This design comes from an exercise in tuning for small area on the open sky130 flow, not from production work.
RTL that was checked went through simulation tests only; none was proved equivalent to the original.
No functional check of the RTL was part of run 2.

==> flow/design.v (outline; a module is shown in full before it is edited, if it fits) <==
// module top: 213 lines
// module lane0: 82 lines
// module lane1: 82 lines
// module lane2: 82 lines
// module l1eng: 1141 lines
module top (
    input clk,
    input rst_n,
    input [7:0] pixel_in,
    input pixel_valid,
    output [6:0] hex,
    output finish,
    output signed [11:0] score0,
    output signed [11:0] score1
);
  // ...
==> flow/run.sh <==
#!/bin/bash
# synth_recipe.tcl (not shown) runs the flow's synth.tcl, then flattens the netlist and writes it again
# the make line also repeats each setting of config.mk as NAME=value (left out here)
make -C /OpenROAD-flow-scripts/flow DESIGN_CONFIG=/design/flow/config.mk WORK_HOME=/design/flow/orfs CLKGATE_MAP_FILE= SYNTH_SCRIPT=/design/flow/synth_recipe.tcl finish
==> flow/config.mk <==
export PLATFORM = sky130hd
export DESIGN_NAME = top
export DESIGN_NICKNAME = top
export VERILOG_FILES = /design/flow/design.v
export SDC_FILE = /design/flow/constraint.sdc
export NUM_CORES = 8
export LEC_CHECK = 0
export ABC_AREA = 1
export CAP_MARGIN = 20
export CORE_MARGIN = 2
export CORE_UTILIZATION = 40
export CTS_BUF_LIST = sky130_fd_sc_hd__clkbuf_8
export CTS_CLUSTER_DIAMETER = 80
export CTS_CLUSTER_SIZE = 12
export SLEW_MARGIN = 20
==> flow/constraint.sdc <==
create_clock -name core_clock -period 13.0 [get_ports {clk}]
set_input_delay 2.6000 -clock core_clock [delete_from_list [all_inputs] [get_ports {clk}]]
set_output_delay 2.6000 -clock core_clock [all_outputs]
set_load 0.01 [all_outputs]
==> results.sh, run 1 <==
export IMPL_grt_usage_pct=24.7
export IMPL_synth_edff_count=1267
export IMPL_cts_setup_buffers=0
export IMPL_sh_seq_area_pct=41.5
export IMPL_syn_inst=7828
export IMPL_r2r_cells=40
export IMPL_max_freq_mhz=94.2
export IMPL_n_clock_buffer=138
export IMPL_cp_common_cell="nor2_1"
export IMPL_cts_inserted_buffers=136
export IMPL_hp_start="sr[297]"
export IMPL_seq_cells=1338
export IMPL_antenna_left=0
export IMPL_finalCriticalPeriod_ns=10.61
export IMPL_yosysMostFrequentCell="inv_1"
export IMPL_rsz0062_at_grt="no"
export IMPL_layout_commonest_cell="inv_1"
export IMPL_async_flop_share_pct=2.99
export IMPL_top_register="sr"
export IMPL_antenna_cells=4
export IMPL_multiInputGateArea_sq_um=42500
export IMPL_wl_per_cell_um=25.3
export IMPL_layout_drive_gt1_share_pct=5.80
export IMPL_crit_cells=40
export IMPL_layout_common_cells="inv_1 (1557), edfxtp_1 (1267), nand2_1 (1049), fa_1 (922), xor2_1 (446)"
export IMPL_status="timing/DRC/antenna clean"
==> module top, before the edit <==
module top (
    input clk,
    input rst_n,
    input [7:0] pixel_in,
    input pixel_valid,
    output [6:0] hex,
    output finish,
    output signed [11:0] score0,
    output signed [11:0] score1
);
    integer i;
    reg [7:0] pr;
    reg vr;
    always @(posedge clk) pr <= pixel_in;
    always @(posedge clk or negedge rst_n) if (!rst_n) vr <= 1'b0; else vr <= pixel_valid;
    reg [4:0] col;
    reg [3:0] row;
    always @(posedge clk or negedge rst_n)
        if (!rst_n) begin col <= 5'd0; row <= 4'd0; end
        else if (vr) begin
            if (col == 5'd27) begin col <= 5'd0; if (row != 4'd15) row <= row + 4'd1; end
            else col <= col + 5'd1;
        end
    reg [447:0] sr;
    always @(posedge clk) if (vr && col != 5'd26) sr <= {sr[439:0], pr};
    wire [7:0] t20 = sr[15:8], t21 = sr[7:0], t22 = pr;
    wire [7:0] t10 = sr[231:224], t11 = sr[223:216], t12 = sr[215:208];
    wire m00 = (row == 4'd2) && (col == 5'd1);   
    wire [7:0] t00 = m00 ? 8'd0 : sr[447:440];
    wire [7:0] t01 = sr[439:432], t02 = sr[431:424];
    wire [35:0] l1v;
    l1eng le (.t00(t00), .t01(t01), .t02(t02), .t10(t10), .t11(t11), .t12(t12), .t20(t20), .t21(t21), .t22(t22), .l1v(l1v));
    wire l1ev = vr && !row[0] && (row >= 4'd2) && (row <= 4'd14) && col[0] && (col <= 5'd25);
    wire [2:0] eR = row[3:1] - 3'd1;
    wire [3:0] eC = col[4:1];
    wire enq = l1ev;
    reg [35:0] q0;
    reg [35:0] q1;
    reg [35:0] q2;
    reg [35:0] q3;
    reg [35:0] q4;
    reg [2:0] wp, rp, cnt;
    always @(posedge clk) if (enq && wp == 3'd0) q0 <= l1v;
    always @(posedge clk) if (enq && wp == 3'd1) q1 <= l1v;
    always @(posedge clk) if (enq && wp == 3'd2) q2 <= l1v;
    always @(posedge clk) if (enq && wp == 3'd3) q3 <= l1v;
    always @(posedge clk) if (enq && wp == 3'd4) q4 <= l1v;
    reg [35:0] qh;
    always @* begin
        case (rp)
            3'd0: qh = q0;
            3'd1: qh = q1;
            3'd2: qh = q2;
            3'd3: qh = q3;
            3'd4: qh = q4;
            default: qh = 36'd0;
        endcase
    end
    reg [2:0] hR;
    reg [3:0] hC;
    reg started;
    reg [6:0] pend;
    reg [2:0] fst;   
    wire cm1 = (hC == 4'd12);             
    wire [2:0] Rp = hR + {2'd0, cm1};
    wire reven = ~Rp[0];
    wire codd = hC[0] | cm1;
    wire [2:0] Rm1 = Rp - 3'd1;
    wire [1:0] i2H = Rm1[2:1];
    wire [1:0] i2L = Rp[2:1];
    wire hvalid = (Rp != 3'd0);
    wire [2:0] j2H = hC[3:1];
    wire [2:0] j2L = cm1 ? 3'd0 : hC[3:1] + 3'd1;
    wire [1:0] aH = reven ? 2'd2 : 2'd1;
    wire [1:0] bH = codd ? 2'd2 : 2'd1;
    function needw(input [1:0] i, input [2:0] j);
        begin
            needw = ({i, j} == 5'd0) | ({i, j} == 5'd1) | ({i, j} == 5'd2) | ({i, j} == 5'd4) | ({i, j} == 5'd5) | ({i, j} == 5'd8) | ({i, j} == 5'd9) | ({i, j} == 5'd11) | ({i, j} == 5'd12) | ({i, j} == 5'd13) | ({i, j} == 5'd16) | ({i, j} == 5'd18) | ({i, j} == 5'd19) | ({i, j} == 5'd20);
        end
    endfunction
    wire m0 = hvalid & ~cm1 & needw(i2H, j2H);
    wire m4 = hvalid & codd & needw(i2H, j2L);
    wire m5 = reven & ~cm1 & needw(i2L, j2H);
    wire m6 = reven & codd & needw(i2L, j2L);
    wire cmp0 = m0 & reven & codd;   
    wire [4:0] hij = {i2H, j2H};
    wire [17:0] l3t = ({18{hij == 5'd0}} & 18'd2147) | ({18{hij == 5'd1}} & 18'd197) | ({18{hij == 5'd2}} & 18'd320) | ({18{hij == 5'd4}} & 18'd135175) | ({18{hij == 5'd5}} & 18'd12745) | ({18{hij == 5'd8}} & 18'd21067) | ({18{hij == 5'd9}} & 18'd704) | ({18{hij == 5'd11}} & 18'd28685) | ({18{hij == 5'd12}} & 18'd37711) | ({18{hij == 5'd13}} & 18'd46033) | ({18{hij == 5'd16}} & 18'd1088) | ({18{hij == 5'd18}} & 18'd53248) | ({18{hij == 5'd19}} & 18'd61440) | ({18{hij == 5'd20}} & 18'd69632);
    wire [6:0] vmask = {m6, m5, m4, cmp0 & l3t[12], cmp0 & l3t[6], cmp0 & l3t[0], m0};
    wire qne = (cnt != 3'd0);
    wire [6:0] wm = started ? pend : vmask;
    wire [6:0] low = wm & (~wm + 7'd1);
    wire [6:0] rest = wm & ~low;
    wire run = (fst == 3'd0);
    wire doop = qne && run;
    wire deq = doop && (rest == 7'd0);
    wire last = (hR == 3'd6) && (hC == 4'd9);
    always @(posedge clk or negedge rst_n)
        if (!rst_n) begin
            wp <= 3'd0; rp <= 3'd0; cnt <= 3'd0; hR <= 3'd0; hC <= 4'd0;
            started <= 1'b0; pend <= 7'd0; fst <= 3'd0;
        end else begin
            if (enq) wp <= (wp == 3'd4) ? 3'd0 : wp + 3'd1;
            if (deq) rp <= (rp == 3'd4) ? 3'd0 : rp + 3'd1;
            if (enq && !deq) cnt <= cnt + 3'd1;
            else if (deq && !enq) cnt <= cnt - 3'd1;
            if (doop) begin started <= (rest != 7'd0); pend <= rest; end
            if (deq) begin if (hC == 4'd12) begin hC <= 4'd0; hR <= hR + 3'd1; end else hC <= hC + 4'd1; end
            if (deq && last) fst <= 3'd1;
            else if (fst != 3'd0 && fst != 3'd4) fst <= fst + 3'd1;
        end
    wire isL2 = doop && (low[0] | low[4] | low[5] | low[6]);
    wire isL3 = doop && (low[1] | low[2] | low[3]);
    wire sH = low[0] | low[4];
    wire sB = low[0] | low[5];
    wire [1:0] oa = sH ? aH : 2'd0;
    wire [1:0] oi = sH ? i2H : i2L;
    wire [1:0] ob = sB ? bH : 2'd0;
    wire [2:0] oj = sB ? j2H : j2L;
    wire [4:0] oij = {oi, oj};
    wire [2:0] slot = ({3{oij == 5'd1}} & 3'd1) | ({3{oij == 5'd2}} & 3'd2) | ({3{oij == 5'd4}} & 3'd3) | ({3{oij == 5'd5}} & 3'd4) | ({3{oij == 5'd8}} & 3'd5) | ({3{oij == 5'd11}} & 3'd1) | ({3{oij == 5'd12}} & 3'd2) | ({3{oij == 5'd13}} & 3'd3) | ({3{oij == 5'd16}} & 3'd4) | ({3{oij == 5'd19}} & 3'd5) | ({3{oij == 5'd20}} & 3'd1);
    wire [3:0] opk2 = {oa, 1'b0} + {2'd0, oa} + {2'd0, ob};
    wire [3:0] opk3 = ({4{low[1]}} & l3t[4:1]) | ({4{low[2]}} & l3t[10:7]) | ({4{low[3]}} & l3t[16:13]);
    wire init2 = (oa == 2'd0) && ((ob == 2'd0) || ((ob == 2'd1) && (oij == 5'd0)));
    wire init3 = (low[1] & l3t[5]) | (low[2] & l3t[11]) | (low[3] & l3t[17]);
    wire [3:0] l3sel = low[1] ? 4'd6 : low[2] ? 4'd7 : 4'd8;
    reg e_l2, e_l3, e_mx, e_fc, e_cmp, e_init;
    reg [8:0] e_sel;   
    reg [4:0] e_opk;
    reg [8:0] e_wr;
    always @(posedge clk or negedge rst_n)
        if (!rst_n) begin
            e_l2 <= 1'b0; e_l3 <= 1'b0; e_mx <= 1'b0; e_fc <= 1'b0; e_cmp <= 1'b0;
        end else begin
            e_l2 <= isL2; e_l3 <= isL3;
            e_mx <= (fst == 3'd1) || (fst == 3'd2);
            e_fc <= (fst == 3'd3);
            e_cmp <= doop && low[0] && cmp0;
        end
    always @(posedge clk) begin
        e_init <= (isL2 && init2) || (isL3 && init3) || (fst == 3'd3);
        e_sel <= (isL2 && !init2) ? (9'd1 << slot) : (isL3 && !init3) ? (9'd1 << l3sel) : (fst == 3'd1) ? 9'd128 : (fst == 3'd2) ? 9'd256 : 9'd0;
        e_wr <= isL2 ? (9'd1 << slot) : isL3 ? (9'd1 << l3sel) : 9'd0;
        e_opk <= isL2 ? {1'b0, opk2} : isL3 ? (5'd9 + {1'b0, opk3}) : (fst == 3'd3) ? 5'd18 : 5'd31;
    end
    reg [35:0] qx;
    always @(posedge clk) if (e_cmp) qx <= {r2_2, r2_1, r2_0}; else if (isL2) qx <= qh;
    wire [35:0] l3y;
    wire [35:0] xs = e_fc ? l3y : qx;
    wire e_acc = e_l2 | e_l3;
    reg [21:0] s0_0, s0_1, s0_2, s0_3, s0_4, s0_5;
    reg [21:0] a0_11, a0_12, a0_16;
    wire [21:0] ai0 = ({22{e_sel[0]}} & s0_0) | ({22{e_sel[1]}} & s0_1) | ({22{e_sel[2]}} & s0_2) | ({22{e_sel[3]}} & s0_3) | ({22{e_sel[4]}} & s0_4) | ({22{e_sel[5]}} & s0_5) | ({22{e_sel[6]}} & a0_11) | ({22{e_sel[7]}} & a0_12) | ({22{e_sel[8]}} & a0_16);
    wire [21:0] rd0 = ai0;
    wire [21:0] o0;
    lane0 u0 (.opk(e_opk), .x0(xs[11:0]), .x1(xs[23:12]), .x2(xs[35:24]), .acc(ai0), .out(o0));
    wire signed [21:0] rs0 = rd0, as0 = a0_11;
    wire gt0 = rs0 > as0;
    always @(posedge clk) if (e_wr[0]) s0_0 <= o0[21:0];
    always @(posedge clk) if (e_wr[1]) s0_1 <= o0[21:0];
    always @(posedge clk) if (e_wr[2]) s0_2 <= o0[21:0];
    always @(posedge clk) if (e_wr[3]) s0_3 <= o0[21:0];
    always @(posedge clk) if (e_wr[4]) s0_4 <= o0[21:0];
    always @(posedge clk) if (e_wr[5]) s0_5 <= o0[21:0];
    always @(posedge clk) if (e_wr[6] || (e_mx && gt0)) a0_11 <= o0[21:0];
    always @(posedge clk) if (e_wr[7] || e_fc) a0_12 <= o0[21:0];
    always @(posedge clk) if (e_wr[8]) a0_16 <= o0[21:0];
    wire [11:0] r2_0 = (!o0[21] && (|o0[20:0])) ? o0[15:4] : 12'd0;
    assign l3y[11:0] = (!a0_11[21] && (|a0_11[20:0])) ? a0_11[18:7] : 12'd0;
    reg [22:0] s1_0, s1_1, s1_2, s1_3, s1_4, s1_5;
    reg [21:0] a1_11, a1_12, a1_16;
    wire [22:0] ai1 = ({23{e_sel[0]}} & s1_0) | ({23{e_sel[1]}} & s1_1) | ({23{e_sel[2]}} & s1_2) | ({23{e_sel[3]}} & s1_3) | ({23{e_sel[4]}} & s1_4) | ({23{e_sel[5]}} & s1_5) | ({23{e_sel[6]}} & {{1{a1_11[21]}}, a1_11}) | ({23{e_sel[7]}} & {{1{a1_12[21]}}, a1_12}) | ({23{e_sel[8]}} & {{1{a1_16[21]}}, a1_16});
    wire [22:0] rd1 = ai1;
    wire [22:0] o1;
    lane1 u1 (.opk(e_opk), .x0(xs[11:0]), .x1(xs[23:12]), .x2(xs[35:24]), .acc(ai1), .out(o1));
    wire signed [22:0] rs1 = rd1, as1 = {{1{a1_11[21]}}, a1_11};
    wire gt1 = rs1 > as1;
    always @(posedge clk) if (e_wr[0]) s1_0 <= o1[22:0];
    always @(posedge clk) if (e_wr[1]) s1_1 <= o1[22:0];
    always @(posedge clk) if (e_wr[2]) s1_2 <= o1[22:0];
    always @(posedge clk) if (e_wr[3]) s1_3 <= o1[22:0];
    always @(posedge clk) if (e_wr[4]) s1_4 <= o1[22:0];
    always @(posedge clk) if (e_wr[5]) s1_5 <= o1[22:0];
    always @(posedge clk) if (e_wr[6] || (e_mx && gt1)) a1_11 <= o1[21:0];
    always @(posedge clk) if (e_wr[7] || e_fc) a1_12 <= o1[21:0];
    always @(posedge clk) if (e_wr[8]) a1_16 <= o1[21:0];
    wire [11:0] r2_1 = (!o1[22] && (|o1[21:0])) ? o1[15:4] : 12'd0;
    assign l3y[23:12] = (!a1_11[21] && (|a1_11[20:0])) ? a1_11[18:7] : 12'd0;
    reg [21:0] s2_0, s2_1, s2_2, s2_3, s2_4, s2_5;
    reg [22:0] a2_11, a2_12, a2_16;
    wire [22:0] ai2 = ({23{e_sel[0]}} & {{1{s2_0[21]}}, s2_0}) | ({23{e_sel[1]}} & {{1{s2_1[21]}}, s2_1}) | ({23{e_sel[2]}} & {{1{s2_2[21]}}, s2_2}) | ({23{e_sel[3]}} & {{1{s2_3[21]}}, s2_3}) | ({23{e_sel[4]}} & {{1{s2_4[21]}}, s2_4}) | ({23{e_sel[5]}} & {{1{s2_5[21]}}, s2_5}) | ({23{e_sel[6]}} & a2_11) | ({23{e_sel[7]}} & a2_12) | ({23{e_sel[8]}} & a2_16);
    wire [22:0] rd2 = ai2;
    wire [22:0] o2;
    lane2 u2 (.opk(e_opk), .x0(xs[11:0]), .x1(xs[23:12]), .x2(xs[35:24]), .acc(ai2), .out(o2));
    wire signed [22:0] rs2 = rd2, as2 = a2_11;
    wire gt2 = rs2 > as2;
    always @(posedge clk) if (e_wr[0]) s2_0 <= o2[21:0];
    always @(posedge clk) if (e_wr[1]) s2_1 <= o2[21:0];
    always @(posedge clk) if (e_wr[2]) s2_2 <= o2[21:0];
    always @(posedge clk) if (e_wr[3]) s2_3 <= o2[21:0];
    always @(posedge clk) if (e_wr[4]) s2_4 <= o2[21:0];
    always @(posedge clk) if (e_wr[5]) s2_5 <= o2[21:0];
    always @(posedge clk) if (e_wr[6] || (e_mx && gt2)) a2_11 <= o2[22:0];
    always @(posedge clk) if (e_wr[7]) a2_12 <= o2[22:0];
    always @(posedge clk) if (e_wr[8]) a2_16 <= o2[22:0];
    wire [11:0] r2_2 = (!o2[22] && (|o2[21:0])) ? o2[15:4] : 12'd0;
    assign l3y[35:24] = (!a2_11[22] && (|a2_11[21:0])) ? a2_11[18:7] : 12'd0;
    reg fin;
    always @(posedge clk or negedge rst_n) if (!rst_n) fin <= 1'b0; else if (e_fc) fin <= 1'b1;
    assign finish = fin;
    assign score0 = a0_12[18:7];
    assign score1 = a1_12[18:7];
    assign hex = !finish ? 7'h7F : (score1 > score0) ? 7'b1000000 : 7'b1111001;
endmodule
==> module lane0, before the edit <==
module lane0 (
    input [4:0] opk,
    input [11:0] x0, x1, x2,
    input [21:0] acc,
    output [21:0] out
);
    wire [23:0] wv = ({24{opk == 5'd0}} & 24'd1194668) | ({24{opk == 5'd1}} & 24'd15075282) | ({24{opk == 5'd2}} & 24'd13367752) | ({24{opk == 5'd3}} & 24'd1450416) | ({24{opk == 5'd4}} & 24'd912923) | ({24{opk == 5'd5}} & 24'd997907) | ({24{opk == 5'd6}} & 24'd516375) | ({24{opk == 5'd7}} & 24'd3799734) | ({24{opk == 5'd8}} & 24'd2555644) | ({24{opk == 5'd9}} & 24'd193847) | ({24{opk == 5'd10}} & 24'd7470598) | ({24{opk == 5'd11}} & 24'd3212824) | ({24{opk == 5'd12}} & 24'd7079703) | ({24{opk == 5'd13}} & 24'd5629202) | ({24{opk == 5'd14}} & 24'd2675429) | ({24{opk == 5'd15}} & 24'd16455423) | ({24{opk == 5'd16}} & 24'd1194059) | ({24{opk == 5'd17}} & 24'd15933556) | ({24{opk == 5'd18}} & 24'd1671102);
    wire [7:0] w0 = wv[7:0], w1 = wv[15:8], w2 = wv[23:16];
    wire [2:0] b00 = {w0[1], w0[0], 1'b0};
    wire n00 = b00[2] & ~(b00[1] & b00[0]);
    wire o00 = b00[1] ^ b00[0];
    wire t00 = (b00 == 3'b011) | (b00 == 3'b100);
    wire [12:0] m00 = ({13{o00}} & {x0[11], x0}) | ({13{t00}} & {x0, 1'b0});
    wire [12:0] r00 = m00 ^ {13{n00}};
    wire [2:0] b01 = {w0[3], w0[2], w0[1]};
    wire n01 = b01[2] & ~(b01[1] & b01[0]);
    wire o01 = b01[1] ^ b01[0];
    wire t01 = (b01 == 3'b011) | (b01 == 3'b100);
    wire [12:0] m01 = ({13{o01}} & {x0[11], x0}) | ({13{t01}} & {x0, 1'b0});
    wire [12:0] r01 = m01 ^ {13{n01}};
    wire [2:0] b02 = {w0[5], w0[4], w0[3]};
    wire n02 = b02[2] & ~(b02[1] & b02[0]);
    wire o02 = b02[1] ^ b02[0];
    wire t02 = (b02 == 3'b011) | (b02 == 3'b100);
    wire [12:0] m02 = ({13{o02}} & {x0[11], x0}) | ({13{t02}} & {x0, 1'b0});
    wire [12:0] r02 = m02 ^ {13{n02}};
    wire [2:0] b03 = {w0[7], w0[6], w0[5]};
    wire n03 = b03[2] & ~(b03[1] & b03[0]);
    wire o03 = b03[1] ^ b03[0];
    wire t03 = (b03 == 3'b011) | (b03 == 3'b100);
    wire [12:0] m03 = ({13{o03}} & {x0[11], x0}) | ({13{t03}} & {x0, 1'b0});
    wire [12:0] r03 = m03 ^ {13{n03}};
    wire [2:0] b10 = {w1[1], w1[0], 1'b0};
    wire n10 = b10[2] & ~(b10[1] & b10[0]);
    wire o10 = b10[1] ^ b10[0];
    wire t10 = (b10 == 3'b011) | (b10 == 3'b100);
    wire [12:0] m10 = ({13{o10}} & {x1[11], x1}) | ({13{t10}} & {x1, 1'b0});
    wire [12:0] r10 = m10 ^ {13{n10}};
    wire [2:0] b11 = {w1[3], w1[2], w1[1]};
    wire n11 = b11[2] & ~(b11[1] & b11[0]);
    wire o11 = b11[1] ^ b11[0];
    wire t11 = (b11 == 3'b011) | (b11 == 3'b100);
    wire [12:0] m11 = ({13{o11}} & {x1[11], x1}) | ({13{t11}} & {x1, 1'b0});
    wire [12:0] r11 = m11 ^ {13{n11}};
    wire [2:0] b12 = {w1[5], w1[4], w1[3]};
    wire n12 = b12[2] & ~(b12[1] & b12[0]);
    wire o12 = b12[1] ^ b12[0];
    wire t12 = (b12 == 3'b011) | (b12 == 3'b100);
    wire [12:0] m12 = ({13{o12}} & {x1[11], x1}) | ({13{t12}} & {x1, 1'b0});
    wire [12:0] r12 = m12 ^ {13{n12}};
    wire [2:0] b13 = {w1[7], w1[6], w1[5]};
    wire n13 = b13[2] & ~(b13[1] & b13[0]);
    wire o13 = b13[1] ^ b13[0];
    wire t13 = (b13 == 3'b011) | (b13 == 3'b100);
    wire [12:0] m13 = ({13{o13}} & {x1[11], x1}) | ({13{t13}} & {x1, 1'b0});
    wire [12:0] r13 = m13 ^ {13{n13}};
    wire [2:0] b20 = {w2[1], w2[0], 1'b0};
    wire n20 = b20[2] & ~(b20[1] & b20[0]);
    wire o20 = b20[1] ^ b20[0];
    wire t20 = (b20 == 3'b011) | (b20 == 3'b100);
    wire [12:0] m20 = ({13{o20}} & {x2[11], x2}) | ({13{t20}} & {x2, 1'b0});
    wire [12:0] r20 = m20 ^ {13{n20}};
    wire [2:0] b21 = {w2[3], w2[2], w2[1]};
    wire n21 = b21[2] & ~(b21[1] & b21[0]);
    wire o21 = b21[1] ^ b21[0];
    wire t21 = (b21 == 3'b011) | (b21 == 3'b100);
    wire [12:0] m21 = ({13{o21}} & {x2[11], x2}) | ({13{t21}} & {x2, 1'b0});
    wire [12:0] r21 = m21 ^ {13{n21}};
    wire [2:0] b22 = {w2[5], w2[4], w2[3]};
    wire n22 = b22[2] & ~(b22[1] & b22[0]);
    wire o22 = b22[1] ^ b22[0];
    wire t22 = (b22 == 3'b011) | (b22 == 3'b100);
    wire [12:0] m22 = ({13{o22}} & {x2[11], x2}) | ({13{t22}} & {x2, 1'b0});
    wire [12:0] r22 = m22 ^ {13{n22}};
    wire [2:0] b23 = {w2[7], w2[6], w2[5]};
    wire n23 = b23[2] & ~(b23[1] & b23[0]);
    wire o23 = b23[1] ^ b23[0];
    wire t23 = (b23 == 3'b011) | (b23 == 3'b100);
    wire [12:0] m23 = ({13{o23}} & {x2[11], x2}) | ({13{t23}} & {x2, 1'b0});
    wire [12:0] r23 = m23 ^ {13{n23}};
    assign out = acc + ({9'd0, ~r00[12], r00[11:0]} << 0) + ({21'd0, n00} << 0) + ({9'd0, ~r01[12], r01[11:0]} << 2) + ({21'd0, n01} << 2) + ({9'd0, ~r02[12], r02[11:0]} << 4) + ({21'd0, n02} << 4) + ({9'd0, ~r03[12], r03[11:0]} << 6) + ({21'd0, n03} << 6) + ({9'd0, ~r10[12], r10[11:0]} << 0) + ({21'd0, n10} << 0) + ({9'd0, ~r11[12], r11[11:0]} << 2) + ({21'd0, n11} << 2) + ({9'd0, ~r12[12], r12[11:0]} << 4) + ({21'd0, n12} << 4) + ({9'd0, ~r13[12], r13[11:0]} << 6) + ({21'd0, n13} << 6) + ({9'd0, ~r20[12], r20[11:0]} << 0) + ({21'd0, n20} << 0) + ({9'd0, ~r21[12], r21[11:0]} << 2) + ({21'd0, n21} << 2) + ({9'd0, ~r22[12], r22[11:0]} << 4) + ({21'd0, n22} << 4) + ({9'd0, ~r23[12], r23[11:0]} << 6) + ({21'd0, n23} << 6) + 22'd3149824;
endmodule
==> run 2, diff against run 1 <==
--- a/flow/design.v
+++ b/flow/design.v
@@ -120,32 +120,32 @@
     wire [2:0] slot = ({3{oij == 5'd1}} & 3'd1) | ({3{oij == 5'd2}} & 3'd2) | ({3{oij == 5'd4}} & 3'd3) | ({3{oij == 5'd5}} & 3'd4) | ({3{oij == 5'd8}} & 3'd5) | ({3{oij == 5'd11}} & 3'd1) | ({3{oij == 5'd12}} & 3'd2) | ({3{oij == 5'd13}} & 3'd3) | ({3{oij == 5'd16}} & 3'd4) | ({3{oij == 5'd19}} & 3'd5) | ({3{oij == 5'd20}} & 3'd1);
     wire [3:0] opk2 = {oa, 1'b0} + {2'd0, oa} + {2'd0, ob};
     wire [3:0] opk3 = ({4{low[1]}} & l3t[4:1]) | ({4{low[2]}} & l3t[10:7]) | ({4{low[3]}} & l3t[16:13]);
     wire init2 = (oa == 2'd0) && ((ob == 2'd0) || ((ob == 2'd1) && (oij == 5'd0)));
     wire init3 = (low[1] & l3t[5]) | (low[2] & l3t[11]) | (low[3] & l3t[17]);
     wire [3:0] l3sel = low[1] ? 4'd6 : low[2] ? 4'd7 : 4'd8;
     reg e_l2, e_l3, e_mx, e_fc, e_cmp, e_init;
     reg [8:0] e_sel;   
-    reg [4:0] e_opk;
+    reg [18:0] e_opk;   
     reg [8:0] e_wr;
     always @(posedge clk or negedge rst_n)
         if (!rst_n) begin
             e_l2 <= 1'b0; e_l3 <= 1'b0; e_mx <= 1'b0; e_fc <= 1'b0; e_cmp <= 1'b0;
         end else begin
             e_l2 <= isL2; e_l3 <= isL3;
             e_mx <= (fst == 3'd1) || (fst == 3'd2);
             e_fc <= (fst == 3'd3);
             e_cmp <= doop && low[0] && cmp0;
         end
     always @(posedge clk) begin
         e_init <= (isL2 && init2) || (isL3 && init3) || (fst == 3'd3);
         e_sel <= (isL2 && !init2) ? (9'd1 << slot) : (isL3 && !init3) ? (9'd1 << l3sel) : (fst == 3'd1) ? 9'd128 : (fst == 3'd2) ? 9'd256 : 9'd0;
         e_wr <= isL2 ? (9'd1 << slot) : isL3 ? (9'd1 << l3sel) : 9'd0;
-        e_opk <= isL2 ? {1'b0, opk2} : isL3 ? (5'd9 + {1'b0, opk3}) : (fst == 3'd3) ? 5'd18 : 5'd31;
+        e_opk <= isL2 ? (19'd1 << opk2) : isL3 ? (19'd512 << opk3) : (fst == 3'd3) ? 19'd262144 : 19'd0;
     end
     reg [35:0] qx;
     always @(posedge clk) if (e_cmp) qx <= {r2_2, r2_1, r2_0}; else if (isL2) qx <= qh;
     wire [35:0] l3y;
     wire [35:0] xs = e_fc ? l3y : qx;
     wire e_acc = e_l2 | e_l3;
     reg [21:0] s0_0, s0_1, s0_2, s0_3, s0_4, s0_5;
     reg [21:0] a0_11, a0_12, a0_16;
@@ -207,257 +207,215 @@
     reg fin;
     always @(posedge clk or negedge rst_n) if (!rst_n) fin <= 1'b0; else if (e_fc) fin <= 1'b1;
     assign finish = fin;
     assign score0 = a0_12[18:7];
     assign score1 = a1_12[18:7];
     assign hex = !finish ? 7'h7F : (score1 > score0) ? 7'b1000000 : 7'b1111001;
 endmodule
 module lane0 (
-    input [4:0] opk,
+    input [18:0] opk,
     input [11:0] x0, x1, x2,
     input [21:0] acc,
     output [21:0] out
 );
-    wire [23:0] wv = ({24{opk == 5'd0}} & 24'd1194668) | ({24{opk == 5'd1}} & 24'd15075282) | ({24{opk == 5'd2}} & 24'd13367752) | ({24{opk == 5'd3}} & 24'd1450416) | ({24{opk == 5'd4}} & 24'd912923) | ({24{opk == 5'd5}} & 24'd997907) | ({24{opk == 5'd6}} & 24'd516375) | ({24{opk == 5'd7}} & 24'd3799734) | ({24{opk == 5'd8}} & 24'd2555644) | ({24{opk == 5'd9}} & 24'd193847) | ({24{opk == 5'd10}} & 24'd7470598) | ({24{opk == 5'd11}} & 24'd3212824) | ({24{opk == 5'd12}} & 24'd7079703) | ({24{opk == 5'd13}} & 24'd5629202) | ({24{opk == 5'd14}} & 24'd2675429) | ({24{opk == 5'd15}} & 24'd16455423) | ({24{opk == 5'd16}} & 24'd1194059) | ({24{opk == 5'd17}} & 24'd15933556) | ({24{opk == 5'd18}} & 24'd1671102);
-    wire [7:0] w0 = wv[7:0], w1 = wv[15:8], w2 = wv[23:16];
-    wire [2:0] b00 = {w0[1], w0[0], 1'b0};
-    wire n00 = b00[2] & ~(b00[1] & b00[0]);
-    wire o00 = b00[1] ^ b00[0];
-    wire t00 = (b00 == 3'b011) | (b00 == 3'b100);
+    wire o00 = opk[4] | opk[5] | opk[6] | opk[9] | opk[12] | opk[14] | opk[15] | opk[16];
+    wire t00 = opk[1] | opk[7] | opk[10] | opk[13] | opk[18];
+    wire n00 = opk[1] | opk[4] | opk[5] | opk[6] | opk[7] | opk[9] | opk[10] | opk[12] | opk[13] | opk[15] | opk[16] | opk[18];
     wire [12:0] m00 = ({13{o00}} & {x0[11], x0}) | ({13{t00}} & {x0, 1'b0});
     wire [12:0] r00 = m00 ^ {13{n00}};
-    wire [2:0] b01 = {w0[3], w0[2], w0[1]};
-    wire n01 = b01[2] & ~(b01[1] & b01[0]);
-    wire o01 = b01[1] ^ b01[0];
-    wire t01 = (b01 == 3'b011) | (b01 == 3'b100);
+    wire o01 = opk[0] | opk[1] | opk[4] | opk[5] | opk[8] | opk[13] | opk[14] | opk[16] | opk[17];
+    wire t01 = opk[2] | opk[6] | opk[7] | opk[9] | opk[10] | opk[11] | opk[12];
+    wire n01 = opk[0] | opk[2] | opk[4] | opk[8] | opk[11] | opk[16];
     wire [12:0] m01 = ({13{o01}} & {x0[11], x0}) | ({13{t01}} & {x0, 1'b0});
     wire [12:0] r01 = m01 ^ {13{n01}};
-    wire [2:0] b02 = {w0[5], w0[4], w0[3]};
-    wire n02 = b02[2] & ~(b02[1] & b02[0]);
-    wire o02 = b02[1] ^ b02[0];
-    wire t02 = (b02 == 3'b011) | (b02 == 3'b100);
+    wire o02 = opk[0] | opk[1] | opk[2] | opk[3] | opk[5] | opk[6] | opk[7] | opk[9] | opk[12] | opk[13] | opk[16] | opk[17];
+    wire t02 = opk[4] | opk[11] | opk[14];
+    wire n02 = opk[0] | opk[3] | opk[7] | opk[9] | opk[14] | opk[17];
     wire [12:0] m02 = ({13{o02}} & {x0[11], x0}) | ({13{t02}} & {x0, 1'b0});
     wire [12:0] r02 = m02 ^ {13{n02}};
-    wire [2:0] b03 = {w0[7], w0[6], w0[5]};
-    wire n03 = b03[2] & ~(b03[1] & b03[0]);
-    wire o03 = b03[1] ^ b03[0];
-    wire t03 = (b03 == 3'b011) | (b03 == 3'b100);
+    wire o03 = opk[0] | opk[1] | opk[2] | opk[3] | opk[7] | opk[9] | opk[16] | opk[18];
+    wire t03 = opk[17];
+    wire n03 = opk[0] | opk[1] | opk[2] | opk[3] | opk[7] | opk[18];
     wire [12:0] m03 = ({13{o03}} & {x0[11], x0}) | ({13{t03}} & {x0, 1'b0});
     wire [12:0] r03 = m03 ^ {13{n03}};
-    wire [2:0] b10 = {w1[1], w1[0], 1'b0};
-    wire n10 = b10[2] & ~(b10[1] & b10[0]);
-    wire o10 = b10[1] ^ b10[0];
-    wire t10 = (b10 == 3'b011) | (b10 == 3'b100);
+    wire o10 = opk[1] | opk[2] | opk[3] | opk[6] | opk[9] | opk[12] | opk[13] | opk[18];
+    wire t10 = opk[0] | opk[4] | opk[5] | opk[7] | opk[8] | opk[10] | opk[11] | opk[14] | opk[15];
+    wire n10 = opk[0] | opk[1] | opk[4] | opk[5] | opk[7] | opk[8] | opk[10] | opk[11] | opk[12] | opk[14] | opk[15] | opk[18];
     wire [12:0] m10 = ({13{o10}} & {x1[11], x1}) | ({13{t10}} & {x1, 1'b0});
     wire [12:0] r10 = m10 ^ {13{n10}};
-    wire [2:0] b11 = {w1[3], w1[2], w1[1]};
-    wire n11 = b11[2] & ~(b11[1] & b11[0]);
-    wire o11 = b11[1] ^ b11[0];
-    wire t11 = (b11 == 3'b011) | (b11 == 3'b100);
+    wire o11 = opk[0] | opk[5] | opk[7] | opk[9] | opk[13] | opk[14];
+    wire t11 = opk[1] | opk[2] | opk[11] | opk[12] | opk[15] | opk[16];
+    wire n11 = opk[0] | opk[2] | opk[5] | opk[7] | opk[16];
     wire [12:0] m11 = ({13{o11}} & {x1[11], x1}) | ({13{t11}} & {x1, 1'b0});
     wire [12:0] r11 = m11 ^ {13{n11}};
-    wire [2:0] b12 = {w1[5], w1[4], w1[3]};
-    wire n12 = b12[2] & ~(b12[1] & b12[0]);
-    wire o12 = b12[1] ^ b12[0];
-    wire t12 = (b12 == 3'b011) | (b12 == 3'b100);
+    wire o12 = opk[4] | opk[9] | opk[14] | opk[15];
+    wire t12 = opk[3] | opk[6] | opk[13] | opk[17];
+    wire n12 = opk[3] | opk[4] | opk[6] | opk[9] | opk[13] | opk[17];
     wire [12:0] m12 = ({13{o12}} & {x1[11], x1}) | ({13{t12}} & {x1, 1'b0});
     wire [12:0] r12 = m12 ^ {13{n12}};
-    wire [2:0] b13 = {w1[7], w1[6], w1[5]};
-    wire n13 = b13[2] & ~(b13[1] & b13[0]);
-    wire o13 = b13[1] ^ b13[0];
-    wire t13 = (b13 == 3'b011) | (b13 == 3'b100);
+    wire o13 = opk[0] | opk[3] | opk[5] | opk[14] | opk[16] | opk[17];
+    wire t13 = opk[18];
+    wire n13 = opk[14];
     wire [12:0] m13 = ({13{o13}} & {x1[11], x1}) | ({13{t13}} & {x1, 1'b0});
     wire [12:0] r13 = m13 ^ {13{n13}};
-    wire [2:0] b20 = {w2[1], w2[0], 1'b0};
-    wire n20 = b20[2] & ~(b20[1] & b20[0]);
-    wire o20 = b20[1] ^ b20[0];
-    wire t20 = (b20 == 3'b011) | (b20 == 3'b100);
+    wire o20 = opk[2] | opk[4] | opk[5] | opk[6] | opk[7] | opk[10] | opk[11] | opk[13] | opk[15] | opk[17] | opk[18];
+    wire t20 = opk[0] | opk[1] | opk[3] | opk[8] | opk[9] | opk[16];
+    wire n20 = opk[0] | opk[1] | opk[2] | opk[3] | opk[5] | opk[6] | opk[8] | opk[9] | opk[15] | opk[16] | opk[17];
     wire [12:0] m20 = ({13{o20}} & {x2[11], x2}) | ({13{t20}} & {x2, 1'b0});
     wire [12:0] r20 = m20 ^ {13{n20}};
-    wire [2:0] b21 = {w2[3], w2[2], w2[1]};
-    wire n21 = b21[2] & ~(b21[1] & b21[0]);
-    wire o21 = b21[1] ^ b21[0];
-    wire t21 = (b21 == 3'b011) | (b21 == 3'b100);
+    wire o21 = opk[0] | opk[2] | opk[4] | opk[9] | opk[12] | opk[13] | opk[15] | opk[16] | opk[17];
+    wire t21 = opk[1] | opk[3] | opk[6] | opk[7] | opk[8] | opk[14] | opk[18];
+    wire n21 = opk[2] | opk[4] | opk[7] | opk[12] | opk[14] | opk[15] | opk[18];
     wire [12:0] m21 = ({13{o21}} & {x2[11], x2}) | ({13{t21}} & {x2, 1'b0});
     wire [12:0] r21 = m21 ^ {13{n21}};
-    wire [2:0] b22 = {w2[5], w2[4], w2[3]};
-    wire n22 = b22[2] & ~(b22[1] & b22[0]);
-    wire o22 = b22[1] ^ b22[0];
-    wire t22 = (b22 == 3'b011) | (b22 == 3'b100);
+    wire o22 = opk[0] | opk[2] | opk[3] | opk[4] | opk[5] | opk[10] | opk[11] | opk[12] | opk[13] | opk[14] | opk[16] | opk[17];
+    wire t22 = opk[1] | opk[8] | opk[18];
+    wire n22 = opk[1] | opk[8] | opk[10] | opk[11] | opk[12] | opk[14] | opk[17];
     wire [12:0] m22 = ({13{o22}} & {x2[11], x2}) | ({13{t22}} & {x2, 1'b0});
     wire [12:0] r22 = m22 ^ {13{n22}};
-    wire [2:0] b23 = {w2[7], w2[6], w2[5]};
-    wire n23 = b23[2] & ~(b23[1] & b23[0]);
-    wire o23 = b23[1] ^ b23[0];
-    wire t23 = (b23 == 3'b011) | (b23 == 3'b100);
+    wire o23 = opk[2] | opk[7] | opk[8] | opk[11] | opk[13] | opk[14];
+    wire t23 = opk[10] | opk[12];
+    wire n23 = opk[2];
     wire [12:0] m23 = ({13{o23}} & {x2[11], x2}) | ({13{t23}} & {x2, 1'b0});
     wire [12:0] r23 = m23 ^ {13{n23}};
     assign out = acc + ({9'd0, ~r00[12], r00[11:0]} << 0) + ({21'd0, n00} << 0) + ({9'd0, ~r01[12], r01[11:0]} << 2) + ({21'd0, n01} << 2) + ({9'd0, ~r02[12], r02[11:0]} << 4) + ({21'd0, n02} << 4) + ({9'd0, ~r03[12], r03[11:0]} << 6) + ({21'd0, n03} << 6) + ({9'd0, ~r10[12], r10[11:0]} << 0) + ({21'd0, n10} << 0) + ({9'd0, ~r11[12], r11[11:0]} << 2) + ({21'd0, n11} << 2) + ({9'd0, ~r12[12], r12[11:0]} << 4) + ({21'd0, n12} << 4) + ({9'd0, ~r13[12], r13[11:0]} << 6) + ({21'd0, n13} << 6) + ({9'd0, ~r20[12], r20[11:0]} << 0) + ({21'd0, n20} << 0) + ({9'd0, ~r21[12], r21[11:0]} << 2) + ({21'd0, n21} << 2) + ({9'd0, ~r22[12], r22[11:0]} << 4) + ({21'd0, n22} << 4) + ({9'd0, ~r23[12], r23[11:0]} << 6) + ({21'd0, n23} << 6) + 22'd3149824;
 endmodule
 module lane1 (
-    input [4:0] opk,
+    input [18:0] opk,
     input [11:0] x0, x1, x2,
     input [22:0] acc,
     output [22:0] out
 );
-    wire [23:0] wv = ({24{opk == 5'd0}} & 24'd8340741) | ({24{opk == 5'd1}} & 24'd16749263) | ({24{opk == 5'd2}} & 24'd1753868) | ({24{opk == 5'd3}} & 24'd5702916) | ({24{opk == 5'd4}} & 24'd13023783) | ({24{opk == 5'd5}} & 24'd15186976) | ({24{opk == 5'd6}} & 24'd2704363) | ({24{opk == 5'd7}} & 24'd534510) | ({24{opk == 5'd8}} & 24'd2800833) | ({24{opk == 5'd9}} & 24'd808437) | ({24{opk == 5'd10}} & 24'd13162545) | ({24{opk == 5'd11}} & 24'd16592883) | ({24{opk == 5'd12}} & 24'd144186) | ({24{opk == 5'd13}} & 24'd16121614) | ({24{opk == 5'd14}} & 24'd11537627) | ({24{opk == 5'd15}} & 24'd658179) | ({24{opk == 5'd16}} & 24'd2546420) | ({24{opk == 5'd17}} & 24'd6619349) | ({24{opk == 5'd18}} & 24'd13880339);
-    wire [7:0] w0 = wv[7:0], w1 = wv[15:8], w2 = wv[23:16];
-    wire [2:0] b00 = {w0[1], w0[0], 1'b0};
-    wire n00 = b00[2] & ~(b00[1] & b00[0]);
-    wire o00 = b00[1] ^ b00[0];
-    wire t00 = (b00 == 3'b011) | (b00 == 3'b100);
+    wire o00 = opk[0] | opk[1] | opk[4] | opk[6] | opk[8] | opk[9] | opk[10] | opk[11] | opk[14] | opk[15] | opk[17] | opk[18];
+    wire t00 = opk[7] | opk[12] | opk[13];
+    wire n00 = opk[1] | opk[4] | opk[6] | opk[7] | opk[11] | opk[12] | opk[13] | opk[14] | opk[15] | opk[18];
     wire [12:0] m00 = ({13{o00}} & {x0[11], x0}) | ({13{t00}} & {x0, 1'b0});
     wire [12:0] r00 = m00 ^ {13{n00}};
-    wire [2:0] b01 = {w0[3], w0[2], w0[1]};
-    wire n01 = b01[2] & ~(b01[1] & b01[0]);
-    wire o01 = b01[1] ^ b01[0];
-    wire t01 = (b01 == 3'b011) | (b01 == 3'b100);
+    wire o01 = opk[0] | opk[2] | opk[3] | opk[6] | opk[9] | opk[11] | opk[12] | opk[14] | opk[15] | opk[16] | opk[17] | opk[18];
+    wire t01 = opk[4];
+    wire n01 = opk[2] | opk[6] | opk[12] | opk[14];
     wire [12:0] m01 = ({13{o01}} & {x0[11], x0}) | ({13{t01}} & {x0, 1'b0});
     wire [12:0] r01 = m01 ^ {13{n01}};
-    wire [2:0] b02 = {w0[5], w0[4], w0[3]};
-    wire n02 = b02[2] & ~(b02[1] & b02[0]);
-    wire o02 = b02[1] ^ b02[0];
-    wire t02 = (b02 == 3'b011) | (b02 == 3'b100);
+    wire o02 = opk[1] | opk[2] | opk[6] | opk[7] | opk[9] | opk[10] | opk[11] | opk[13] | opk[16] | opk[17] | opk[18];
+    wire t02 = opk[4] | opk[5] | opk[14];
+    wire n02 = opk[4] | opk[5] | opk[6] | opk[7] | opk[9] | opk[10] | opk[11] | opk[16];
     wire [12:0] m02 = ({13{o02}} & {x0[11], x0}) | ({13{t02}} & {x0, 1'b0});
     wire [12:0] r02 = m02 ^ {13{n02}};
-    wire [2:0] b03 = {w0[7], w0[6], w0[5]};
-    wire n03 = b03[2] & ~(b03[1] & b03[0]);
-    wire o03 = b03[1] ^ b03[0];
-    wire t03 = (b03 == 3'b011) | (b03 == 3'b100);
+    wire o03 = opk[1] | opk[4] | opk[5] | opk[8] | opk[10] | opk[12] | opk[14] | opk[17];
+    wire t03 = 1'b0;
+    wire n03 = opk[1] | opk[8] | opk[14] | opk[17];
     wire [12:0] m03 = ({13{o03}} & {x0[11], x0}) | ({13{t03}} & {x0, 1'b0});
     wire [12:0] r03 = m03 ^ {13{n03}};
-    wire [2:0] b10 = {w1[1], w1[0], 1'b0};
-    wire n10 = b10[2] & ~(b10[1] & b10[0]);
-    wire o10 = b10[1] ^ b10[0];
-    wire t10 = (b10 == 3'b011) | (b10 == 3'b100);
+    wire o10 = opk[0] | opk[2] | opk[3] | opk[6] | opk[7] | opk[9] | opk[11] | opk[12] | opk[13] | opk[15];
+    wire t10 = opk[1] | opk[4] | opk[16];
+    wire n10 = opk[1] | opk[2] | opk[4] | opk[6] | opk[7] | opk[11] | opk[12] | opk[13] | opk[15] | opk[16];
     wire [12:0] m10 = ({13{o10}} & {x1[11], x1}) | ({13{t10}} & {x1, 1'b0});
     wire [12:0] r10 = m10 ^ {13{n10}};
-    wire [2:0] b11 = {w1[3], w1[2], w1[1]};
-    wire n11 = b11[2] & ~(b11[1] & b11[0]);
-    wire o11 = b11[1] ^ b11[0];
-    wire t11 = (b11 == 3'b011) | (b11 == 3'b100);
+    wire o11 = opk[0] | opk[1] | opk[2] | opk[3] | opk[4] | opk[5] | opk[6] | opk[8] | opk[9] | opk[12] | opk[14] | opk[15] | opk[16] | opk[18];
+    wire t11 = opk[7] | opk[10];
+    wire n11 = opk[4] | opk[5] | opk[8] | opk[10] | opk[14] | opk[15] | opk[16] | opk[18];
     wire [12:0] m11 = ({13{o11}} & {x1[11], x1}) | ({13{t11}} & {x1, 1'b0});
     wire [12:0] r11 = m11 ^ {13{n11}};
-    wire [2:0] b12 = {w1[5], w1[4], w1[3]};
-    wire n12 = b12[2] & ~(b12[1] & b12[0]);
-    wire o12 = b12[1] ^ b12[0];
-    wire t12 = (b12 == 3'b011) | (b12 == 3'b100);
+    wire o12 = opk[1] | opk[9] | opk[11] | opk[12] | opk[14] | opk[15] | opk[18];
+    wire t12 = opk[7] | opk[10] | opk[16];
+    wire n12 = opk[7] | opk[11] | opk[12];
     wire [12:0] m12 = ({13{o12}} & {x1[11], x1}) | ({13{t12}} & {x1, 1'b0});
     wire [12:0] r12 = m12 ^ {13{n12}};
-    wire [2:0] b13 = {w1[7], w1[6], w1[5]};
-    wire n13 = b13[2] & ~(b13[1] & b13[0]);
-    wire o13 = b13[1] ^ b13[0];
-    wire t13 = (b13 == 3'b011) | (b13 == 3'b100);
+    wire o13 = opk[0] | opk[2] | opk[4] | opk[5] | opk[6] | opk[7] | opk[8] | opk[9] | opk[10] | opk[11] | opk[12] | opk[16] | opk[18];
+    wire t13 = opk[1];
+    wire n13 = opk[1] | opk[2] | opk[4] | opk[5] | opk[8] | opk[10] | opk[16] | opk[18];
     wire [12:0] m13 = ({13{o13}} & {x1[11], x1}) | ({13{t13}} & {x1, 1'b0});
     wire [12:0] r13 = m13 ^ {13{n13}};
-    wire [2:0] b20 = {w2[1], w2[0], 1'b0};
-    wire n20 = b20[2] & ~(b20[1] & b20[0]);
-    wire o20 = b20[1] ^ b20[0];
-    wire t20 = (b20 == 3'b011) | (b20 == 3'b100);
+    wire o20 = opk[0] | opk[1] | opk[3] | opk[5] | opk[6] | opk[11] | opk[13] | opk[17] | opk[18];
+    wire t20 = opk[2] | opk[4] | opk[8] | opk[12] | opk[15] | opk[16];
+    wire n20 = opk[0] | opk[1] | opk[2] | opk[3] | opk[4] | opk[5] | opk[8] | opk[12] | opk[15] | opk[16] | opk[18];
     wire [12:0] m20 = ({13{o20}} & {x2[11], x2}) | ({13{t20}} & {x2, 1'b0});
     wire [12:0] r20 = m20 ^ {13{n20}};
-    wire [2:0] b21 = {w2[3], w2[2], w2[1]};
-    wire n21 = b21[2] & ~(b21[1] & b21[0]);
-    wire o21 = b21[1] ^ b21[0];
-    wire t21 = (b21 == 3'b011) | (b21 == 3'b100);
+    wire o21 = opk[2] | opk[8] | opk[9] | opk[11] | opk[12] | opk[13] | opk[15] | opk[17] | opk[18];
+    wire t21 = opk[3] | opk[4] | opk[5] | opk[6] | opk[7] | opk[10] | opk[16];
+    wire n21 = opk[2] | opk[6] | opk[7] | opk[8] | opk[9] | opk[10] | opk[11] | opk[15];
     wire [12:0] m21 = ({13{o21}} & {x2[11], x2}) | ({13{t21}} & {x2, 1'b0});
     wire [12:0] r21 = m21 ^ {13{n21}};
-    wire [2:0] b22 = {w2[5], w2[4], w2[3]};
-    wire n22 = b22[2] & ~(b22[1] & b22[0]);
-    wire o22 = b22[1] ^ b22[0];
-    wire t22 = (b22 == 3'b011) | (b22 == 3'b100);
+    wire o22 = opk[3] | opk[6] | opk[7] | opk[8] | opk[9] | opk[10] | opk[13] | opk[14] | opk[15] | opk[18];
+    wire t22 = opk[2] | opk[5] | opk[16] | opk[17];
+    wire n22 = opk[5] | opk[6] | opk[8] | opk[13] | opk[14] | opk[16] | opk[17];
     wire [12:0] m22 = ({13{o22}} & {x2[11], x2}) | ({13{t22}} & {x2, 1'b0});
     wire [12:0] r22 = m22 ^ {13{n22}};
-    wire [2:0] b23 = {w2[7], w2[6], w2[5]};
-    wire n23 = b23[2] & ~(b23[1] & b23[0]);
-    wire o23 = b23[1] ^ b23[0];
-    wire t23 = (b23 == 3'b011) | (b23 == 3'b100);
+    wire o23 = opk[3] | opk[4] | opk[6] | opk[8] | opk[10] | opk[14] | opk[16] | opk[18];
+    wire t23 = opk[0] | opk[17];
+    wire n23 = opk[4] | opk[10] | opk[14] | opk[18];
     wire [12:0] m23 = ({13{o23}} & {x2[11], x2}) | ({13{t23}} & {x2, 1'b0});
     wire [12:0] r23 = m23 ^ {13{n23}};
     assign out = acc + ({10'd0, ~r00[12], r00[11:0]} << 0) + ({22'd0, n00} << 0) + ({10'd0, ~r01[12], r01[11:0]} << 2) + ({22'd0, n01} << 2) + ({10'd0, ~r02[12], r02[11:0]} << 4) + ({22'd0, n02} << 4) + ({10'd0, ~r03[12], r03[11:0]} << 6) + ({22'd0, n03} << 6) + ({10'd0, ~r10[12], r10[11:0]} << 0) + ({22'd0, n10} << 0) + ({10'd0, ~r11[12], r11[11:0]} << 2) + ({22'd0, n11} << 2) + ({10'd0, ~r12[12], r12[11:0]} << 4) + ({22'd0, n12} << 4) + ({10'd0, ~r13[12], r13[11:0]} << 6) + ({22'd0, n13} << 6) + ({10'd0, ~r20[12], r20[11:0]} << 0) + ({22'd0, n20} << 0) + ({10'd0, ~r21[12], r21[11:0]} << 2) + ({22'd0, n21} << 2) + ({10'd0, ~r22[12], r22[11:0]} << 4) + ({22'd0, n22} << 4) + ({10'd0, ~r23[12], r23[11:0]} << 6) + ({22'd0, n23} << 6) + 23'd7344128;
 endmodule
 module lane2 (
-    input [4:0] opk,
+    input [18:0] opk,
     input [11:0] x0, x1, x2,
     input [22:0] acc,
     output [22:0] out
 );
-    wire [23:0] wv = ({24{opk == 5'd0}} & 24'd4319348) | ({24{opk == 5'd1}} & 24'd14876169) | ({24{opk == 5'd2}} & 24'd16724015) | ({24{opk == 5'd3}} & 24'd15917061) | ({24{opk == 5'd4}} & 24'd14286815) | ({24{opk == 5'd5}} & 24'd12382183) | ({24{opk == 5'd6}} & 24'd12269800) | ({24{opk == 5'd7}} & 24'd3062) | ({24{opk == 5'd8}} & 24'd13832158) | ({24{opk == 5'd9}} & 24'd1909510) | ({24{opk == 5'd10}} & 24'd4916806) | ({24{opk == 5'd11}} & 24'd13394164) | ({24{opk == 5'd12}} & 24'd15779327) | ({24{opk == 5'd13}} & 24'd14798343) | ({24{opk == 5'd14}} & 24'd14292488) | ({24{opk == 5'd15}} & 24'd5151711) | ({24{opk == 5'd16}} & 24'd2143518) | ({24{opk == 5'd17}} & 24'd2882945) | ({24{opk == 5'd18}} & 24'd0);
-    wire [7:0] w0 = wv[7:0], w1 = wv[15:8], w2 = wv[23:16];
-    wire [2:0] b00 = {w0[1], w0[0], 1'b0};
-    wire n00 = b00[2] & ~(b00[1] & b00[0]);
-    wire o00 = b00[1] ^ b00[0];
-    wire t00 = (b00 == 3'b011) | (b00 == 3'b100);
+    wire o00 = opk[1] | opk[2] | opk[3] | opk[4] | opk[5] | opk[12] | opk[13] | opk[15] | opk[17];
+    wire t00 = opk[7] | opk[8] | opk[9] | opk[10] | opk[16];
+    wire n00 = opk[2] | opk[4] | opk[5] | opk[7] | opk[8] | opk[9] | opk[10] | opk[12] | opk[13] | opk[15] | opk[16];
     wire [12:0] m00 = ({13{o00}} & {x0[11], x0}) | ({13{t00}} & {x0, 1'b0});
     wire [12:0] r00 = m00 ^ {13{n00}};
-    wire [2:0] b01 = {w0[3], w0[2], w0[1]};
-    wire n01 = b01[2] & ~(b01[1] & b01[0]);
-    wire o01 = b01[1] ^ b01[0];
-    wire t01 = (b01 == 3'b011) | (b01 == 3'b100);
+    wire o01 = opk[0] | opk[3] | opk[11];
+    wire t01 = opk[1] | opk[5] | opk[6] | opk[7] | opk[9] | opk[10] | opk[13] | opk[14];
+    wire n01 = opk[1] | opk[6] | opk[14];
     wire [12:0] m01 = ({13{o01}} & {x0[11], x0}) | ({13{t01}} & {x0, 1'b0});
     wire [12:0] r01 = m01 ^ {13{n01}};
-    wire [2:0] b02 = {w0[5], w0[4], w0[3]};
-    wire n02 = b02[2] & ~(b02[1] & b02[0]);
-    wire o02 = b02[1] ^ b02[0];
-    wire t02 = (b02 == 3'b011) | (b02 == 3'b100);
+    wire o02 = opk[0] | opk[1] | opk[2] | opk[6] | opk[7] | opk[11] | opk[14];
+    wire t02 = opk[4] | opk[5] | opk[8] | opk[15] | opk[16];
+    wire n02 = opk[0] | opk[2] | opk[5] | opk[6] | opk[7] | opk[11];
     wire [12:0] m02 = ({13{o02}} & {x0[11], x0}) | ({13{t02}} & {x0, 1'b0});
     wire [12:0] r02 = m02 ^ {13{n02}};
-    wire [2:0] b03 = {w0[7], w0[6], w0[5]};
-    wire n03 = b03[2] & ~(b03[1] & b03[0]);
-    wire o03 = b03[1] ^ b03[0];
-    wire t03 = (b03 == 3'b011) | (b03 == 3'b100);
+    wire o03 = opk[2] | opk[4] | opk[8] | opk[10] | opk[15];
+    wire t03 = opk[0] | opk[17];
+    wire n03 = opk[4] | opk[8] | opk[15] | opk[17];
     wire [12:0] m03 = ({13{o03}} & {x0[11], x0}) | ({13{t03}} & {x0, 1'b0});
     wire [12:0] r03 = m03 ^ {13{n03}};
-    wire [2:0] b10 = {w1[1], w1[0], 1'b0};
-    wire n10 = b10[2] & ~(b10[1] & b10[0]);
-    wire o10 = b10[1] ^ b10[0];
-    wire t10 = (b10 == 3'b011) | (b10 == 3'b100);
+    wire o10 = opk[4] | opk[5] | opk[7] | opk[8] | opk[9] | opk[12] | opk[15] | opk[16] | opk[17];
+    wire t10 = opk[1] | opk[10] | opk[13] | opk[14];
+    wire n10 = opk[1] | opk[4] | opk[5] | opk[7] | opk[8] | opk[9] | opk[10] | opk[13] | opk[14] | opk[15];
     wire [12:0] m10 = ({13{o10}} & {x1[11], x1}) | ({13{t10}} & {x1, 1'b0});
     wire [12:0] r10 = m10 ^ {13{n10}};
-    wire [2:0] b11 = {w1[3], w1[2], w1[1]};
-    wire n11 = b11[2] & ~(b11[1] & b11[0]);
-    wire o11 = b11[1] ^ b11[0];
-    wire t11 = (b11 == 3'b011) | (b11 == 3'b100);
+    wire o11 = opk[7] | opk[9] | opk[12] | opk[15] | opk[16] | opk[17];
+    wire t11 = opk[0] | opk[6] | opk[10] | opk[14];
+    wire n11 = opk[0] | opk[6] | opk[7] | opk[15] | opk[17];
     wire [12:0] m11 = ({13{o11}} & {x1[11], x1}) | ({13{t11}} & {x1, 1'b0});
     wire [12:0] r11 = m11 ^ {13{n11}};
-    wire [2:0] b12 = {w1[5], w1[4], w1[3]};
-    wire n12 = b12[2] & ~(b12[1] & b12[0]);
-    wire o12 = b12[1] ^ b12[0];
-    wire t12 = (b12 == 3'b011) | (b12 == 3'b100);
+    wire o12 = opk[0] | opk[2] | opk[5] | opk[7] | opk[8] | opk[13] | opk[14] | opk[16];
+    wire t12 = opk[3] | opk[9] | opk[11] | opk[15];
+    wire n12 = opk[0] | opk[2] | opk[3] | opk[5] | opk[9] | opk[11] | opk[16];
     wire [12:0] m12 = ({13{o12}} & {x1[11], x1}) | ({13{t12}} & {x1, 1'b0});
     wire [12:0] r12 = m12 ^ {13{n12}};
-    wire [2:0] b13 = {w1[7], w1[6], w1[5]};
-    wire n13 = b13[2] & ~(b13[1] & b13[0]);
-    wire o13 = b13[1] ^ b13[0];
-    wire t13 = (b13 == 3'b011) | (b13 == 3'b100);
+    wire o13 = opk[2] | opk[6] | opk[9] | opk[12] | opk[13] | opk[16];
+    wire t13 = opk[11] | opk[15];
+    wire n13 = opk[12] | opk[13] | opk[15] | opk[16];
     wire [12:0] m13 = ({13{o13}} & {x1[11], x1}) | ({13{t13}} & {x1, 1'b0});
     wire [12:0] r13 = m13 ^ {13{n13}};
-    wire [2:0] b20 = {w2[1], w2[0], 1'b0};
-    wire n20 = b20[2] & ~(b20[1] & b20[0]);
-    wire o20 = b20[1] ^ b20[0];
-    wire t20 = (b20 == 3'b011) | (b20 == 3'b100);
+    wire o20 = opk[0] | opk[2] | opk[4] | opk[6] | opk[8] | opk[9] | opk[10] | opk[13] | opk[17];
+    wire t20 = opk[1] | opk[3] | opk[14] | opk[15];
+    wire n20 = opk[1] | opk[2] | opk[3] | opk[6] | opk[8] | opk[10] | opk[14] | opk[15] | opk[17];
     wire [12:0] m20 = ({13{o20}} & {x2[11], x2}) | ({13{t20}} & {x2, 1'b0});
     wire [12:0] r20 = m20 ^ {13{n20}};
-    wire [2:0] b21 = {w2[3], w2[2], w2[1]};
-    wire n21 = b21[2] & ~(b21[1] & b21[0]);
-    wire o21 = b21[1] ^ b21[0];
-    wire t21 = (b21 == 3'b011) | (b21 == 3'b100);
+    wire o21 = opk[1] | opk[3] | opk[5] | opk[6] | opk[8] | opk[9] | opk[10] | opk[11] | opk[14] | opk[17];
+    wire t21 = opk[4];
+    wire n21 = opk[4] | opk[5] | opk[6] | opk[9] | opk[10] | opk[11] | opk[14] | opk[17];
     wire [12:0] m21 = ({13{o21}} & {x2[11], x2}) | ({13{t21}} & {x2, 1'b0});
     wire [12:0] r21 = m21 ^ {13{n21}};
-    wire [2:0] b22 = {w2[5], w2[4], w2[3]};
-    wire n22 = b22[2] & ~(b22[1] & b22[0]);
-    wire o22 = b22[1] ^ b22[0];
-    wire t22 = (b22 == 3'b011) | (b22 == 3'b100);
+    wire o22 = opk[3] | opk[8] | opk[10] | opk[11] | opk[12] | opk[15] | opk[17];
+    wire t22 = opk[1] | opk[4] | opk[9] | opk[13] | opk[14] | opk[16];
+    wire n22 = opk[1] | opk[3] | opk[12] | opk[13] | opk[16] | opk[17];
     wire [12:0] m22 = ({13{o22}} & {x2[11], x2}) | ({13{t22}} & {x2, 1'b0});
     wire [12:0] r22 = m22 ^ {13{n22}};
-    wire [2:0] b23 = {w2[7], w2[6], w2[5]};
-    wire n23 = b23[2] & ~(b23[1] & b23[0]);
-    wire o23 = b23[1] ^ b23[0];
-    wire t23 = (b23 == 3'b011) | (b23 == 3'b100);
+    wire o23 = opk[0] | opk[4] | opk[5] | opk[6] | opk[8] | opk[10] | opk[11] | opk[14] | opk[15] | opk[16] | opk[17];
+    wire t23 = 1'b0;
+    wire n23 = opk[4] | opk[5] | opk[6] | opk[8] | opk[11] | opk[14];
     wire [12:0] m23 = ({13{o23}} & {x2[11], x2}) | ({13{t23}} & {x2, 1'b0});
     wire [12:0] r23 = m23 ^ {13{n23}};
     assign out = acc + ({10'd0, ~r00[12], r00[11:0]} << 0) + ({22'd0, n00} << 0) + ({10'd0, ~r01[12], r01[11:0]} << 2) + ({22'd0, n01} << 2) + ({10'd0, ~r02[12], r02[11:0]} << 4) + ({22'd0, n02} << 4) + ({10'd0, ~r03[12], r03[11:0]} << 6) + ({22'd0, n03} << 6) + ({10'd0, ~r10[12], r10[11:0]} << 0) + ({22'd0, n10} << 0) + ({10'd0, ~r11[12], r11[11:0]} << 2) + ({22'd0, n11} << 2) + ({10'd0, ~r12[12], r12[11:0]} << 4) + ({22'd0, n12} << 4) + ({10'd0, ~r13[12], r13[11:0]} << 6) + ({22'd0, n13} << 6) + ({10'd0, ~r20[12], r20[11:0]} << 0) + ({22'd0, n20} << 0) + ({10'd0, ~r21[12], r21[11:0]} << 2) + ({22'd0, n21} << 2) + ({10'd0, ~r22[12], r22[11:0]} << 4) + ({22'd0, n22} << 4) + ({10'd0, ~r23[12], r23[11:0]} << 6) + ({22'd0, n23} << 6) + 23'd7344128;
 endmodule
 module l1eng (input [7:0] t00, t01, t02, t10, t11, t12, t20, t21, t22, output [35:0] l1v);
     wire l1 = 1'b1 ^ ~t22[1] ^ ~t21[0];
     wire l2 = (1'b1 & ~t22[1]) | (1'b1 & ~t21[0]) | (~t22[1] & ~t21[0]);
     wire l3 = ~t22[2] ^ ~t21[1] ^ t21[3];
==> flow/config.mk (replaced) <==
export PLATFORM = sky130hd
export DESIGN_NAME = top
export DESIGN_NICKNAME = top
export VERILOG_FILES = /design/flow/design.v
export SDC_FILE = /design/flow/constraint.sdc
export NUM_CORES = 8
export LEC_CHECK = 0
export ABC_AREA = 1
export CAP_MARGIN = 20
export CORE_MARGIN = 2
export CORE_UTILIZATION = 40
export CTS_BUF_LIST = sky130_fd_sc_hd__clkbuf_16
export CTS_CLUSTER_DIAMETER = 100
export CTS_CLUSTER_SIZE = 24
export SLEW_MARGIN = 20
==> results.sh, run 2 <==
export IMPL_max_freq_mhz=96.0
export IMPL_drcViolationCount=0
export IMPL_crit_path_max_incr_delay_ns=0.58
export IMPL_synth_common_cells="inv_1 (1417), edfxtp_1 (1267), nand2_1 (955)"
export IMPL_hold_path_class="flop to flop"
export IMPL_finalCritPeriodShare_pct=80.1
export IMPL_regArea_sq_um=40000
export IMPL_min_to="sr[423]"
export IMPL_yosys_area_top_type_share_pct=43.3
export IMPL_finalCriticalPeriod_ns=10.42
export IMPL_io_pins=43
export IMPL_clock_skew_ns=0.0538
export IMPL_r2r_cells=33
export IMPL_grt_pass1_wl_um=392000
export IMPL_die_w_um=473
export IMPL_clock_path_buffers=3
export IMPL_cp_common_cell="fa_1"
export IMPL_seq_area_frac_synth_pct=45.5
export IMPL_wl_per_cell_um=25.4
export IMPL_ys_warn_count=1
export IMPL_yosysMostFrequentCell="inv_1"
export IMPL_utilization_pct=43.3
export IMPL_path_clk_slew_ns=0.09
export IMPL_multiInputGateArea_sq_um=41400
export IMPL_cap_violations=0
export IMPL_hp_start="sr[415]"
export IMPL_synth_cell_types=71
export IMPL_synth_edff_count=1267
export IMPL_overflow=0
export IMPL_layout_commonest_cell="inv_1"
export IMPL_post_cts_resized=0
export IMPL_cts_max_level=3
export IMPL_rr_startpoint="col[1]"
export IMPL_grt_antenna_before_repair=6
export IMPL_status="timing/DRC/antenna clean"
export IMPL_place_hpwl_um=199000
export IMPL_synth_top_cells_by_area="edfxtp_1 (43%), fa_1 (21%), inv_1 (6.1%), ha_1 (5.4%), xor2_1 (4.3%)"
export IMPL_dr_wl_met3_um=19800
export IMPL_fillers=20000
export IMPL_rsz0062_at_grt="no"
export IMPL_area_growth_pct=7.35
export IMPL_syn_inst=7564
export IMPL_largest_reg_flops=448
export IMPL_cts_setup_buffers=0
export IMPL_core_area_sq_um=218000
export IMPL_antenna_left=0
export IMPL_synth_net_count=8878
export IMPL_drt_total_wl_um=264000
export IMPL_cts_sinks=1352
export IMPL_r2r_slack_ns=2.58
export IMPL_layout_common_cells="inv_1 (1424), edfxtp_1 (1267), nand2_1 (955), fa_1 (921), xor2_1 (423)"
export IMPL_top_layer="met4"
export IMPL_hold_depth=0
export IMPL_crit_fanout=11
export IMPL_required_ns=13.45
export IMPL_async_flop_share_pct=2.96
export IMPL_layout_drive_gt1_share_pct=5.16
export IMPL_slew_violations=0
export IMPL_core_rowCount=171
export IMPL_postCtsHoldBufs=0
export IMPL_yosysTopAreaCell="edfxtp_1"
export IMPL_cts_inserted_buffers=73
export IMPL_grt_usage_pct=23.8
export IMPL_place_gp_congestion=0.983
export IMPL_arrival_ns=10.86
export IMPL_top_register="sr"
export IMPL_hold_viol=0
export IMPL_routed_via_density=5.44
-- run 2: per-stage QoR --
step	std cells	worst slack (ns)	cell area (sq um)	hold slack (ns)
after global routing	10400	2.02	94200	0.415
final	10400	2.58	94300	0.405
after floorplan	7564	3.51	87800	0.400
after CTS	10400	2.56	94200	0.416
after global placement	10300	2.54	91900	0.402
after detailed placement	10300	2.57	91900	0.405
-- run 2: how the worst max path moves through the flow --
stage,from,to,slack (ns),cells after the start
3_3_place_gp,col[1],q0[13],2.54,35
3_5_place_dp,col[1],q1[13],2.57,35
5_1_grt,col[1],q2[16],2.02,35
4_1_cts,col[1],q2[16],2.56,35
6_report,col[1],q2[16],2.58,33
2_1_floorplan,col[1],q0[10],3.51,32
-- run 2: layout make-up --
type / instances / share of cell area [%]
antenna: 4 / 0.0106
clock buffer: 73 / 1.94
clock inverter: 33 / 0.504
inverter: 1449 / 5.77
multi-input combinational: 4444 / 43.9
sequential: 1352 / 42.4
tap: 2854 / 3.79
timing repair buffer: 187 / 1.66
-- run 2: metal layers --
metal / vias up / GRT usage (%)
met5: - / 0
li1: 24800 / -
met2: 2386 / 38.2
met4: 0 / 9.27
met1: 28900 / 32.6
met3: 434 / 3.55
-- run 2: cell families (layout without fill, tap and decap cells) --
kind of cell             after synthesis  after routing  share of synthesized area (%)
flip-flops                          1352           1352                           45.5
adder cells (fa/ha/maj)             1303           1303                           26.4
other                                  1              5                        0.00427
AO/OA/AOI/OAI                        888            888                           6.40
buffers and inverters               1768           1742                           7.72
AND/OR/NAND/NOR                     1716           1716                           8.56
multiplexers                           5              5                         0.0755
XOR/XNOR                             531            531                           5.30
-- run 2: critical path: cells and delay by family, from the launching register on --
family,cells,cell delay (ns)
adders and majority gates,17,6.77
and+or+nand+nor,8,2.03
buffers and inverters,8,0.88
DFF,1,0.44

==> static timing again, ports no longer ideal <==
How much do the figures lean on ideal ports? The routed layouts below were timed once more, with nothing changed but the port constraints.
Step 1, drivers: a clkbuf_16 drives clk and a buf_2 each remaining input, both assumed.
Step 2 also shifts input and output timing later by t, the mid clock arrival at the registers, as if the neighbouring blocks saw the same clock.
Slacks: ideal ports / drivers / drivers and shift; pairs: ideal ports / drivers.
| run | t, ns | setup WS [ns] | worst setup path at the end | worst register clock-pin slew, ns | cell pins on the clock port's net |
|---|---|---|---|---|---|
| run 1 | 1.003 | 2.385 / 2.385 / 2.385 | register to register | 0.10 / 0.10 | 1 |
| run 2 | 0.815 | 2.585 / 2.585 / 2.585 | register to register | 0.10 / 0.10 | 1 |
After both steps every run listed still meets setup and hold.
